This design comes from an exercise in tuning for small area and a short achievable clock period on the open sky130 flow, not from production work.
At most, simulation tests tie the RTL to the original design; equivalence was not proved.
The flow treats the clock pin as an ideal source. Dropping or thinning the clock tree relies on that and would not hold on a real chip.
Power is estimated from default activity; no workload was simulated.

==> raven <==
// mac16
module mac16 (
    input             clk,
    input             rst_n,
    input      [15:0] a,
    input      [15:0] b,
    input      [31:0] acc,
    output reg [31:0] out
);
clock: 15.0 ns
lec_check: 0
cap_margin: 20
core_margin: 2
core_utilization: 65
slew_margin: 20
synth_hierarchical: 1
synth_minimum_keep_size: 0
standard.sh (not shown) runs the stock make flow with config.mk's settings and CLKGATE_MAP_FILE= SYNTH_SCRIPT=/design/flow/synth_recipe.tcl, a recipe that flattens the netlist after the stock synthesis.
==> flow/flow/run.sh <==
#!/bin/bash
# Own layout flow: the standard ORFS flow (standard.sh, synthesis included)
# with two hooks:
#  - flow/resize_hook.tcl, before the placement resizer: port buffer cells and
#    the drive strength of the operand flip-flops;
#  - flow/cts_hook3.tcl, at the start of CTS: a balanced clock tree of
#    inverter pairs (port -> 4 x clkinv_8 -> 4 x clkinv_16 -> flip-flops)
#    instead of TritonCTS's two-level H-tree of buffers.
set -euo pipefail
here=$(pwd)
export PRE_RESIZE_TCL=$here/flow/resize_hook.tcl
export PRE_CTS_TCL=$here/flow/cts_hook3.tcl
bash standard.sh > $here/standard_flow.log 2>&1
==> flow/flow/cts_hook3.tcl <==
# Clock tree of inverter pairs: the clock port drives four clkinv_8 clock
# inverters; each drives one clkinv_16, which drives the clock pins of one
# quarter of the flip-flops (halved at the median x, then at the median y).
# Every flip-flop sees the same two inverters between it and the port, so the
# clock keeps its polarity and the tree is balanced.
set db [ord::get_db]
set block [ord::get_db_block]
set clk_net [$block findNet clk]
set leaf_master [$db findMaster sky130_fd_sc_hd__clkinv_16]
set root_master [$db findMaster sky130_fd_sc_hd__clkinv_8]

set sinks {}
foreach it [$clk_net getITerms] {
  if {[$it isInputSignal]} {
    set loc [[$it getInst] getLocation]
    lappend sinks [list $it [lindex $loc 0] [lindex $loc 1]]
  }
}
proc bisect {items idx depth} {
  if {$depth == 0} { return [list $items] }
  set s [lsort -real -index $idx $items]
  set h [expr {[llength $s] / 2}]
  set nidx [expr {$idx == 1 ? 2 : 1}]
  return [concat [bisect [lrange $s 0 [expr {$h - 1}]] $nidx [expr {$depth - 1}]] \
                 [bisect [lrange $s $h end] $nidx [expr {$depth - 1}]]]
}
proc centre {items} {
  set sx 0; set sy 0
  foreach s $items { set sx [expr {$sx + [lindex $s 1]}]; set sy [expr {$sy + [lindex $s 2]}] }
  set n [llength $items]
  return [list [expr {int($sx / $n)}] [expr {int($sy / $n)}]]
}
set i 0
foreach g [bisect $sinks 1 2] {
  lassign [centre $g] cx cy
  set rinst [odb::dbInst_create $block $root_master "clkinv_r${i}"]
  set rnet [odb::dbNet_create $block "clknet_r${i}"]
  $rnet setSigType CLOCK
  [$rinst findITerm A] connect $clk_net
  [$rinst findITerm Y] connect $rnet
  $rinst setLocation $cx $cy
  $rinst setPlacementStatus PLACED
  set inst [odb::dbInst_create $block $leaf_master "clkinv_l${i}"]
  set net [odb::dbNet_create $block "clknet_l${i}"]
  $net setSigType CLOCK
  [$inst findITerm A] connect $rnet
  [$inst findITerm Y] connect $net
  foreach s $g {
    set it [lindex $s 0]
    $it disconnect
    $it connect $net
  }
  $inst setLocation $cx $cy
  $inst setPlacementStatus PLACED
  puts "cts_hook: clkinv_l${i} drives [llength $g] clock pins"
  incr i
}
$clk_net setSigType CLOCK

# cts.tcl calls repair_clock_inverters and clock_tree_synthesis next; the tree
# is already built (and its inverters must not be cloned per flip-flop).
rename repair_clock_inverters my_unused_repair_clock_inverters
proc repair_clock_inverters {args} { puts "cts_hook: clock inverters kept as built" }
rename clock_tree_synthesis my_unused_clock_tree_synthesis
proc clock_tree_synthesis {args} { puts "cts_hook: clock tree built by flow/cts_hook3.tcl" }
==> flow/flow/resize_hook.tcl <==
# Port buffers: a small buffer on inputs, a faster one on outputs (out[*] drives
# the 10 fF load and sits on the output timing path).
set n_in 0
set n_out 0
foreach inst [get_cells *] {
  set name [get_property $inst name]
  set ref [get_property $inst ref_name]
  if {[regexp {^input[0-9]+$} $name] && [string match "*buf*" $ref]
      && [get_property [get_nets -of_objects [get_pins $name/A]] name] ne "rst_n"} {
    replace_cell $inst sky130_fd_sc_hd__buf_1
    incr n_in
  } elseif {[regexp {^output[0-9]+$} $name] && [string match "*buf*" $ref]} {
    replace_cell $inst sky130_fd_sc_hd__buf_2
    incr n_out
  } elseif {[regexp {^[ab]_r\[[0-9]+\]} $name] && $ref eq "sky130_fd_sc_hd__dfxtp_1"} {
    replace_cell $inst sky130_fd_sc_hd__dfxtp_4
  }
}
puts "resize_hook: $n_in input and $n_out output buffers replaced"

# Logic cells that synthesis sized up (_2, _4, ...) go back to their smallest
# drive strength: the clock period leaves every such path far from critical.
set n_down 0
foreach inst [get_cells *] {
  set ref [get_property $inst ref_name]
  if {[regexp {^(sky130_fd_sc_hd__([a-z0-9]+))_([0-9]+)$} $ref -> base func drive]
      && $drive > 1
      && ![regexp {^(df|sdf|edf|dl|buf|clk|inv|bufinv|conb|tap|fill|decap|fa|ha)} $func]} {
    foreach small {1 0} {
      set lib_cell [get_lib_cells -quiet */${base}_${small}]
      if {$lib_cell ne ""} {
        replace_cell $inst [get_property $lib_cell name]
        incr n_down
        break
      }
    }
  }
}
puts "resize_hook: $n_down logic cells set to their smallest size"
==> inputs of pepper, as changes to raven <==
--- a/flow/design.v
+++ b/flow/design.v
@@ -5,18 +5,18 @@
     input      [15:0] a,
     input      [15:0] b,
     input      [31:0] acc,
     output reg [31:0] out
 );
-    reg v1, v2n;
+    reg v1, v2;
     always @(posedge clk or negedge rst_n) begin
         if (!rst_n) begin
-            v1  <= 1'b0;
-            v2n <= 1'b1;
+            v1 <= 1'b0;
+            v2 <= 1'b0;
         end else begin
-            v1  <= 1'b1;
-            v2n <= ~v1;
+            v1 <= 1'b1;
+            v2 <= v1;
         end
     end
     reg [15:0] a_r, b_r;
     reg [31:0] acc_r;
     always @(posedge clk) begin
@@ -1026,16 +1026,13 @@
     mac16_fa us487 (.a(c424), .b(s425), .c(c486), .s(s487), .co(c488));
     wire s489, c490;
     mac16_fa us489 (.a(c426), .b(s427), .c(c488), .s(s489), .co(c490));
     wire s491, c492;
     mac16_fa us491 (.a(c428), .b(s429), .c(c490), .s(s491), .co(c492));
-    wire s493, c494;
-    mac16_ha us493 (.a(s479), .b(c478), .s(s493), .co(c494));
-    wire s495 = acc_r[31] ^ c480 ^ c494;
     reg [5:0] lo_r;
     reg [31:6] x_r;
-    reg [29:6] y_r;
+    reg [31:6] y_r;
     reg z_r;
     always @(posedge clk) begin
         lo_r[0] <= s481;
         lo_r[1] <= s483;
         lo_r[2] <= s485;
@@ -1064,12 +1061,12 @@
         x_r[25] <= s469;
         x_r[26] <= s471;
         x_r[27] <= s473;
         x_r[28] <= s475;
         x_r[29] <= s477;
-        x_r[30] <= s493;
-        x_r[31] <= s495;
+        x_r[30] <= s479;
+        x_r[31] <= acc_r[31];
         y_r[6] <= s431;
         y_r[7] <= c432;
         y_r[8] <= c434;
         y_r[9] <= c436;
         y_r[10] <= c438;
@@ -1090,13 +1087,15 @@
         y_r[25] <= c468;
         y_r[26] <= c470;
         y_r[27] <= c472;
         y_r[28] <= c474;
         y_r[29] <= c476;
+        y_r[30] <= c478;
+        y_r[31] <= c480;
         z_r <= c492;
     end
-    wire [31:6] y_v = {1'b0, 1'b0, y_r[29], y_r[28], y_r[27], y_r[26], y_r[25], y_r[24], y_r[23], y_r[22], y_r[21], y_r[20], y_r[19], y_r[18], y_r[17], y_r[16], y_r[15], y_r[14], y_r[13], y_r[12], y_r[11], y_r[10], y_r[9], y_r[8], y_r[7], y_r[6]};
+    wire [31:6] y_v = {y_r[31], y_r[30], y_r[29], y_r[28], y_r[27], y_r[26], y_r[25], y_r[24], y_r[23], y_r[22], y_r[21], y_r[20], y_r[19], y_r[18], y_r[17], y_r[16], y_r[15], y_r[14], y_r[13], y_r[12], y_r[11], y_r[10], y_r[9], y_r[8], y_r[7], y_r[6]};
     wire [31:6] g = x_r & y_v;
     wire [31:6] p = x_r ^ y_v;
     wire pg1 = g[6] | (p[6] & z_r);
     wire pg2 = g[8] | (p[8] & g[7]);
     wire pp2 = p[8] & p[7];
@@ -1221,11 +1220,11 @@
     wire [31:0] sum = {hi, lo_r};
     always @(posedge clk or negedge rst_n) begin
         if (!rst_n)
             out <= 32'd0;
         else
-            out <= ~(~sum | {32{v2n}});
+            out <= v2 ? sum : 32'd0;
     end
 endmodule
 module mac16_fa (input a, input b, input c, output s, output co);
     assign s  = a ^ b ^ c;
     assign co = (a & b) | (a & c) | (b & c);
==> flow/flow/run.sh (replaced) <==
#!/bin/bash
# Own layout flow: the standard ORFS flow (standard.sh, synthesis included)
# with two hooks:
#  - flow/resize_hook.tcl, before the placement resizer: port buffer cells and
#    the drive strength of the operand flip-flops;
#  - flow/cts_hook3.tcl, at the start of CTS: a balanced clock tree of
#    inverter pairs (port -> 4 x clkinv_4 -> 4 x clkinv_16 -> flip-flops)
#    instead of TritonCTS's two-level H-tree of buffers.
set -euo pipefail
here=$(pwd)
export PRE_RESIZE_TCL=$here/flow/resize_hook.tcl
export PRE_CTS_TCL=$here/flow/cts_hook3.tcl
bash standard.sh > $here/standard_flow.log 2>&1
--- a/flow/flow/cts_hook3.tcl
+++ b/flow/flow/cts_hook3.tcl
@@ -1,15 +1,15 @@
-# Clock tree of inverter pairs: the clock port drives four clkinv_8 clock
+# Clock tree of inverter pairs: the clock port drives four small clock
 # inverters; each drives one clkinv_16, which drives the clock pins of one
 # quarter of the flip-flops (halved at the median x, then at the median y).
 # Every flip-flop sees the same two inverters between it and the port, so the
 # clock keeps its polarity and the tree is balanced.
 set db [ord::get_db]
 set block [ord::get_db_block]
 set clk_net [$block findNet clk]
 set leaf_master [$db findMaster sky130_fd_sc_hd__clkinv_16]
-set root_master [$db findMaster sky130_fd_sc_hd__clkinv_8]
+set root_master [$db findMaster sky130_fd_sc_hd__clkinv_4]
 
 set sinks {}
 foreach it [$clk_net getITerms] {
   if {[$it isInputSignal]} {
     set loc [[$it getInst] getLocation]
==> flow/flow/resize_hook.tcl (replaced) <==
# Port buffers: a small buffer on inputs, a faster one on outputs (out[*] drives
# the 10 fF load and sits on the output timing path).
set n_in 0
set n_out 0
foreach inst [get_cells *] {
  set name [get_property $inst name]
  set ref [get_property $inst ref_name]
  if {[regexp {^input[0-9]+$} $name] && [string match "*buf*" $ref]
      && [get_property [get_nets -of_objects [get_pins $name/A]] name] ne "rst_n"} {
    replace_cell $inst sky130_fd_sc_hd__buf_1
    incr n_in
  } elseif {[regexp {^output[0-9]+$} $name] && [string match "*buf*" $ref]} {
    replace_cell $inst sky130_fd_sc_hd__buf_2
    incr n_out
  } elseif {[regexp {^[ab]_r\[[0-9]+\]} $name] && $ref eq "sky130_fd_sc_hd__dfxtp_1"} {
    replace_cell $inst sky130_fd_sc_hd__dfxtp_4
  }
}
puts "resize_hook: $n_in input and $n_out output buffers replaced"
==> qor summary <==
|  | pepper | raven |
|---|---|---|
| Outcome | finished clean | finished clean |
| Via-per-instance ratio | 5.781 | 5.720 |
| Seq power | 0.616 mW | 0.612 mW |
| Nets in the synthesized netlist | 1216 | 1203 |
| Number of cells in the design after placement | 1186 | 1172 |
| Worst reg2reg path endpoint | x_r[18]$_DFF_P_ | x_r[17]$_DFF_P_ |
| CP arrival | 0.67 ns | 0.65 ns |
| Grt met2 use | 46.07% | 47.18% |
| Hold path startpoint | acc_r[31]$_DFF_P_ | v1$_DFF_PN0_ |
| Fraction of area in multi-input gates | 61.29% | 60.91% |
| Fraction of layout cells with a size suffix above 1 | 8.282% | 7.676% |
| Layout sequential cell count | 157 | 155 |
| Post-Synth XOR/XNOR Area | 0.9132% | 1.261% |
| Total number of vias | 6903 | 6750 |
| Highest achievable clock rate | 272.6 MHz | 274.0 MHz |
| Per-cell routed wire length | 20.06 um | 19.86 um |
| Layout Nets | 1321 | 1307 |
| Last weighted congestion value of the routability-driven placer | 0.9301 | 0.9247 |
| Worst path max stage delay | 0.37 ns | 0.38 ns |
For raven, only the layout was checked, not whether the RTL still works. In every run of this note, the design's own scripts or RTL, not TritonCTS, make the clock network.

==> static timing again, ports no longer ideal <==
How much do the figures lean on ideal ports? The routed layouts below were timed once more, with nothing changed but the port constraints. Step 1 (the two cells are an assumption about what drives the block):
set clk [get_ports {clk}]
set_driving_cell -lib_cell sky130_fd_sc_hd__clkbuf_16 $clk
set_driving_cell -lib_cell sky130_fd_sc_hd__buf_2 [delete_from_list [all_inputs] $clk]
Step 2 times the ports against the registers' clock, not the clock port: input delays grow and output delays shrink by t, the midpoint of the rising clock arrivals with the driver on. Slacks: no drivers / after step 1 / after step 2; pairs: no drivers / after step 1.
| run | t (ns) | setup slack, ns | hold WS [ns] |
|---|---|---|---|
| raven | 0.295 | 11.351 / 11.192 / 11.264 | 0.361 / 0.361 / 0.361 |
| pepper | 0.288 | 11.331 / 11.217 / 11.308 | 0.336 / 0.336 / 0.336 |
After both steps setup and hold are still met in every run listed. The setup slack of raven, which loses most, moves by -0.159 ns with the drivers and by -0.087 ns with both steps. The worst setup slack also covers recovery checks on asynchronous resets.
